Background: an optimization exercise with open tools, aiming at small area. Do not read the settings as production practice. Only simulation tests tie the RTL to the original design; equivalence was not proved. No activity file was given, so power comes from the tool's default toggle rates.

// top
module top (
    input clk,
    input mode,
    input song,
    input plus,
    input minus,
    input rst,
    input set,
    input refer,
    input player1,
    input player2,
    output reg [8:0] rope,
    output reg [1:0] sel,
    output reg [1:0] ledr,
    output reg [1:0] ledg,
    output [1:0] ledb,
    output [3:0] ledop,
    output [7:0] segdata1,
    output [7:0] segdata0,
    output [7:0] seg,
    output [7:0] sel8,
    output reg ledplayer1,
    output reg ledplayer2,
    output reg buzzer,
    output reg round_indicator_1,
    output reg round_indicator_2
);
localparam SYM_DASH = 4'd10, SYM_L = 4'd11, SYM_E = 4'd12, SYM_BLANK = 4'd13;
wire playsong;
wire song_pulse, mode_pulse, plus_pulse, minus_pulse, set_pulse, refer_pulse;
wire player1_pulse, player2_pulse;
wire set_q, plus_q, minus_q;    
wire b40_lt, b40_gt;         
wire mid_lt, mid_gt;         
wire fast_lt, fast_gt;       
reg  mid_lt_d, mid_gt_d;
parameter init              = 3'd0;
parameter time_set          = 3'd1;
parameter round_set         = 3'd2;
parameter finish_setting    = 3'd3;
parameter counting_down     = 3'd4;
parameter gaming            = 3'd5;
parameter check             = 3'd6;
parameter gameover          = 3'd7;
reg [2:0] current_state;
reg [2:0] next_state;
reg gameoverflag;            
reg win1, win2, draw;
reg winflag_1, winflag_2, buzzerflag;
reg [1:0] modereg;
  ...
For scale: roughly 2200 cells after synthesis, roughly 68 I/O pins, about 19000 um2 of cells after synthesis.
==> module debounce, before the edit <==
module debounce (clk,rst,key,key_pulse,key_q);
input  clk;
input  rst;
input  key;
output key_pulse;
output key_q;
reg       key_rst_pre_n;
reg       key_rst_n;
reg [7:0] cnt;
reg       key_sec_n;
reg       key_sec_pre_n;
wire key_edge = ~key_rst_pre_n & key_rst_n;
wire [7:0] carry = {&cnt[6:0], &cnt[5:0], &cnt[4:0], &cnt[3:0], &cnt[2:0], &cnt[1:0], cnt[0], 1'b1};
wire [7:0] cnt_next = (cnt ^ carry) & {8{~key_edge}};
always @(posedge clk or negedge rst)
begin
    if (!rst) begin
        key_rst_n     <= 1'b0;
        key_rst_pre_n <= 1'b0;
        cnt           <= 8'h0;
        key_sec_n     <= 1'b0;
        key_sec_pre_n <= 1'b0;
    end
    else begin
        key_rst_n     <= ~key;
        key_rst_pre_n <= key_rst_n;
        cnt <= cnt_next;
        if (carry[7] & cnt[7]) key_sec_n <= ~key;
        key_sec_pre_n <= key_sec_n;
    end
end
assign key_pulse = ~key_sec_pre_n & key_sec_n;
assign key_q = ~key_rst_n;
endmodule
Settings: LEC_CHECK=0, ABC_AREA=1, ABC_CLOCK_PERIOD_IN_PS=1000000, CAP_MARGIN=20, CORE_MARGIN=2, CORE_UTILIZATION=40, CTS_CLUSTER_DIAMETER=100, CTS_CLUSTER_SIZE=25, PLACE_DENSITY=0.6, SLEW_MARGIN=20; clock period 10.0 ns.
standard.sh (not shown) runs the stock make flow with config.mk's settings and CLKGATE_MAP_FILE= SYNTH_SCRIPT=/design/flow/synth_recipe.tcl, a recipe that flattens the netlist after the stock synthesis.
==> flow/flow/run.sh <==
#!/bin/bash
# The standard layout (the standard.sh, unchanged synthesis) with two CTS
# and placement options: the port buffers are sky130_fd_sc_hd__buf_1 cells,
# and clock tree synthesis inserts no dummy loads. Each tool's output is kept
# in a log file here.
set -euo pipefail
export BUFFER_PORTS_ARGS="-buffer_cell sky130_fd_sc_hd__buf_1"
export CTS_ARGS="-sink_clustering_enable -repair_clock_nets -sink_clustering_size 25 -sink_clustering_max_diameter 100 -dont_use_dummy_load"
bash ./standard.sh > standard.log 2>&1
Then changed:
--- a/flow/design.v
+++ b/flow/design.v
@@ -609,12 +609,10 @@
 reg       key_rst_n;
 reg [7:0] cnt;
 reg       key_sec_n;
 reg       key_sec_pre_n;
 wire key_edge = ~key_rst_pre_n & key_rst_n;
-wire [7:0] carry = {&cnt[6:0], &cnt[5:0], &cnt[4:0], &cnt[3:0], &cnt[2:0], &cnt[1:0], cnt[0], 1'b1};
-wire [7:0] cnt_next = (cnt ^ carry) & {8{~key_edge}};
 always @(posedge clk or negedge rst)
 begin
     if (!rst) begin
         key_rst_n     <= 1'b0;
         key_rst_pre_n <= 1'b0;
@@ -623,12 +621,13 @@
         key_sec_pre_n <= 1'b0;
     end
     else begin
         key_rst_n     <= ~key;
         key_rst_pre_n <= key_rst_n;
-        cnt <= cnt_next;
-        if (carry[7] & cnt[7]) key_sec_n <= ~key;
+        if (key_edge) cnt <= 8'h0;
+        else          cnt <= cnt + 1'b1;
+        if (cnt == 8'hff) key_sec_n <= ~key;
         key_sec_pre_n <= key_sec_n;
     end
 end
 assign key_pulse = ~key_sec_pre_n & key_sec_n;
 assign key_q = ~key_rst_n;
Result: Total power hardly moves. Register-to-register slack gets better by 0.66 ns. Maximum frequency is higher by 0.35%. Cell area is higher by 0.66%. Worst setup slack gets better by 0.014 ns. Global-route usage is higher by 0.11 points. Clock-buffer cell count stays the same. Die area is higher by 0.93%. Routed wire length is higher by 1.1%. Area after synthesis is higher by 0.95%.

========
== main ==
top, a different RTL version from the one above (not shown whole).
Size in the first run: roughly 2200 cells after synthesis, ~68 I/O pins, about 0.017 mm2 of cells after synthesis.
// top
module top (
    input clk,
    input mode,
    input song,
    input plus,
    input minus,
    input rst,
    input set,
    input refer,
    input player1,
    input player2,
    output reg [8:0] rope,
    output reg [1:0] sel,
    output reg [1:0] ledr,
    output reg [1:0] ledg,
    output [1:0] ledb,
    output [3:0] ledop,
    output [7:0] segdata1,
    output [7:0] segdata0,
    output [7:0] seg,
    output [7:0] sel8,
    output reg ledplayer1,
    output reg ledplayer2,
    output reg buzzer,
    output reg round_indicator_1,
    output reg round_indicator_2
);
==> flow/config.mk <==
export PLATFORM = sky130hd
export DESIGN_NAME = top
export DESIGN_NICKNAME = top
export VERILOG_FILES = /design/flow/design.v
export SDC_FILE = /design/flow/constraint.sdc
export NUM_CORES = 4
export LEC_CHECK = 0
export ABC_AREA = 1
export ABC_CLOCK_PERIOD_IN_PS = 1000000
export CAP_MARGIN = 20
export CORE_MARGIN = 2
export CORE_UTILIZATION = 40
export CTS_CLUSTER_DIAMETER = 100
export CTS_CLUSTER_SIZE = 25
export PLACE_DENSITY = 0.6
export SLEW_MARGIN = 20
==> flow/constraint.sdc <==
create_clock -name core_clock -period 10.0 [get_ports {clk}]
set_input_delay 2.0000 -clock core_clock [delete_from_list [all_inputs] [get_ports {clk}]]
set_output_delay 2.0000 -clock core_clock [all_outputs]
set_load 0.01 [all_outputs]
==> flow/flow/run.sh <==
#!/bin/bash
# The standard layout (the standard.sh, unchanged synthesis) with three
# changes: after synthesis every combinational cell gets the smallest drive
# strength of its function (flow/downsize.tcl; placement's repair step sizes
# up again where needed), the port buffers are sky130_fd_sc_hd__buf_1 cells,
# and clock tree synthesis inserts no dummy loads. Each tool's output is kept
# in a log file here.
set -euo pipefail
export BUFFER_PORTS_ARGS="-buffer_cell sky130_fd_sc_hd__buf_1"
export CTS_ARGS="-sink_clustering_enable -repair_clock_nets -sink_clustering_size 25 -sink_clustering_max_diameter 100 -dont_use_dummy_load"
bash ./standard.sh synth > standard_synth.log 2>&1
DOWNSIZE_DIR="$(pwd)/orfs/results/sky130hd/top/base" openroad -no_init -exit flow/downsize.tcl > downsize.log 2>&1
bash ./standard.sh > standard.log 2>&1
==> flow/flow/downsize.tcl <==
# Give every combinational cell of the synthesized netlist the smallest drive
# strength of its function (drive _1, else _0). Flip-flops, clock cells and
# the platform's low-power cells are left alone. Placement's repair step
# upsizes or buffers again wherever slew or capacitance needs it.
set results $::env(DOWNSIZE_DIR)
read_db $results/1_synth.odb
set db [ord::get_db]
set block [ord::get_db_block]
set swapped 0
foreach inst [$block getInsts] {
  set m [[$inst getMaster] getName]
  if {![regexp {^sky130_fd_sc_hd__(.+)_([0-9]+)$} $m -> f d]} { continue }
  if {$d <= 1} { continue }
  if {[regexp {^(df|edf|sdf|sedf|dl|clk|conb|tap|fill|decap|diode|lpflow|probe|ebuf|einv)} $f]} { continue }
  foreach s {1 0} {
    set nm [$db findMaster sky130_fd_sc_hd__${f}_$s]
    if {$nm ne "NULL" && $nm ne ""} {
      $inst swapMaster $nm
      incr swapped
      break
    }
  }
}
puts "downsize: swapped $swapped instances"
write_db $results/1_synth.odb
The following lists how the feature branch was set up differently from main:
--- a/flow/design.v
+++ b/flow/design.v
@@ -52,16 +52,17 @@
 reg [2:0] scan;
 reg [3:0] score1, score2;
 reg [3:0] win;
 reg [1:0] rnd_pend;         
 reg       rnd_inc_d;        
 reg [4:0] seck_d;            
 reg       sec_up_d, sec_dn_d;    
-reg [3:0] sr1, sr0;          
 reg [3:0] sr1_d, sr0_d;      
+reg       sr_load_d;         
+reg       sr_tick_d;         
 reg [1:0] cntdownsec;
 reg [3:0] buzzer_gameover_8;
 reg       ledb_r;
 reg       insetting_d;       
 reg       act_d;             
 reg [3:0] sd0, sd1;          
 reg [3:0] segsym;            
@@ -109,14 +110,18 @@
 breath_gen #(.N(24), .W(5), .T2(3), .LAST(5'h1a)) bmid (.clk(clk), .init(st_init), .lt(mid_lt),  .gt(mid_gt));
 breath_gen #(.N(15), .W(4), .T2(3), .LAST(4'h8)) bfast(.clk(clk), .init(st_init), .lt(fast_lt), .gt(fast_gt));
 always @(posedge clk) begin
     mid_lt_d <= mid_lt;
     mid_gt_d <= mid_gt;
 end
 playsongs bgm(.clk(clk), .rst(gameoverflag), .song(song_pulse), .buzzer(playsong));
+wire [3:0] sr1 = sr_load_d ? {1'b0, seck_d[4:1]} :
+                 (sr_tick_d && sr0_d == 4'd0) ? sr1_d - 1'b1 : sr1_d;
+wire [3:0] sr0 = sr_load_d ? (seck_d[0] ? 4'd5 : 4'd0) :
+                 !sr_tick_d ? sr0_d : (sr0_d == 4'd0) ? 4'd9 : sr0_d - 1'b1;
 wire secreg_zero = (sr1 == 4'd0) && (sr0 == 4'd0);
 wire p1won = (score1 == win);
 wire p2won = (score2 == win);
 wire rope_left  = rope[0] | rope[1] | rope[2] | rope[3];
 wire rope_right = rope[5] | rope[6] | rope[7] | rope[8];
 always @(posedge clk or negedge rst)
 begin
@@ -230,26 +235,20 @@
     if (st_cd) begin
         if (p1_12000) cntdownsec <= cntdownsec - 1'b1;
     end
     else cntdownsec <= 2'd3;
 end
 always @(posedge clk)
 begin
+    sr_load_d <= st_cd;
+    sr_tick_d <= st_game & cd_12000;
     case (current_state)
     init: countdown_1Hz <= 14'd0;
-    counting_down: begin
-        sr1 <= {1'b0, seck_d[4:1]};
-        sr0 <= seck_d[0] ? 4'd5 : 4'd0;
-    end
     gaming: begin
-        if (cd_12000) begin
-            countdown_1Hz <= 14'd0;
-            if (sr0 == 4'd0) begin sr0 <= 4'd9; sr1 <= sr1 - 1'b1; end
-            else sr0 <= sr0 - 1'b1;
-        end
+        if (cd_12000) countdown_1Hz <= 14'd0;
         else countdown_1Hz <= cd_next;
     end
     default: ;
     endcase
 end
 always @(posedge clk)
 begin
--- outcome ---
main reports its most common cell after layout, fill and taps aside as inv_1 while the feature branch reports nand2_1. Sequential cell count: lower on the feature branch. Changes observed in the feature branch relative to main: clock power roughly the same, combinational cell power shows a reduction of about 0.5%, number of antenna violations at the first check in global routing held, routed wire length saw little to no change. Minimum period implied by the final worst setup slack is higher on the feature branch. On non-clock buffer contribution to total cell area, main and the feature branch are neck and neck. [compare] base=main new=the feature branch: weighted congestion at the end of routability-driven global placement down 3.5%; effective utilization at floorplan down 0.35 points; share of cell area taken by multi-input logic gates up 0.18 points; average via count per standard cell down 0.034; final design instance area without fill down about 1.4%.

[static timing again, ports no longer ideal]
The flow's constraints put no driver on any port. The routed layouts listed below were extracted and timed again, unchanged, in two steps.
Step 1, drivers: a clkbuf_16 drives clk and a buf_2 each remaining input, both assumed.
Step 2 also shifts input and output timing later by t, the mid clock arrival at the registers, as if the neighbouring blocks saw the same clock.
a / b / c = ideal ports / drivers / drivers and shift; a / b = the first two.
run | t (ns) | slack for setup (ns) | worst setup path at the end | pins driven straight from the clock port
the first run of note 1 | 0.583 | 5.858 / 5.852 / 5.858 | register to register | 1
the second run of note 1 | 0.570 | 5.872 / 5.820 / 6.390 | register to output | 1
main | 0.547 | 5.830 / 5.830 / 5.830 | register to register | 1
the feature branch | 0.564 | 5.731 / 5.731 / 5.731 | register to register | 1
After both steps every run listed still meets setup and hold.
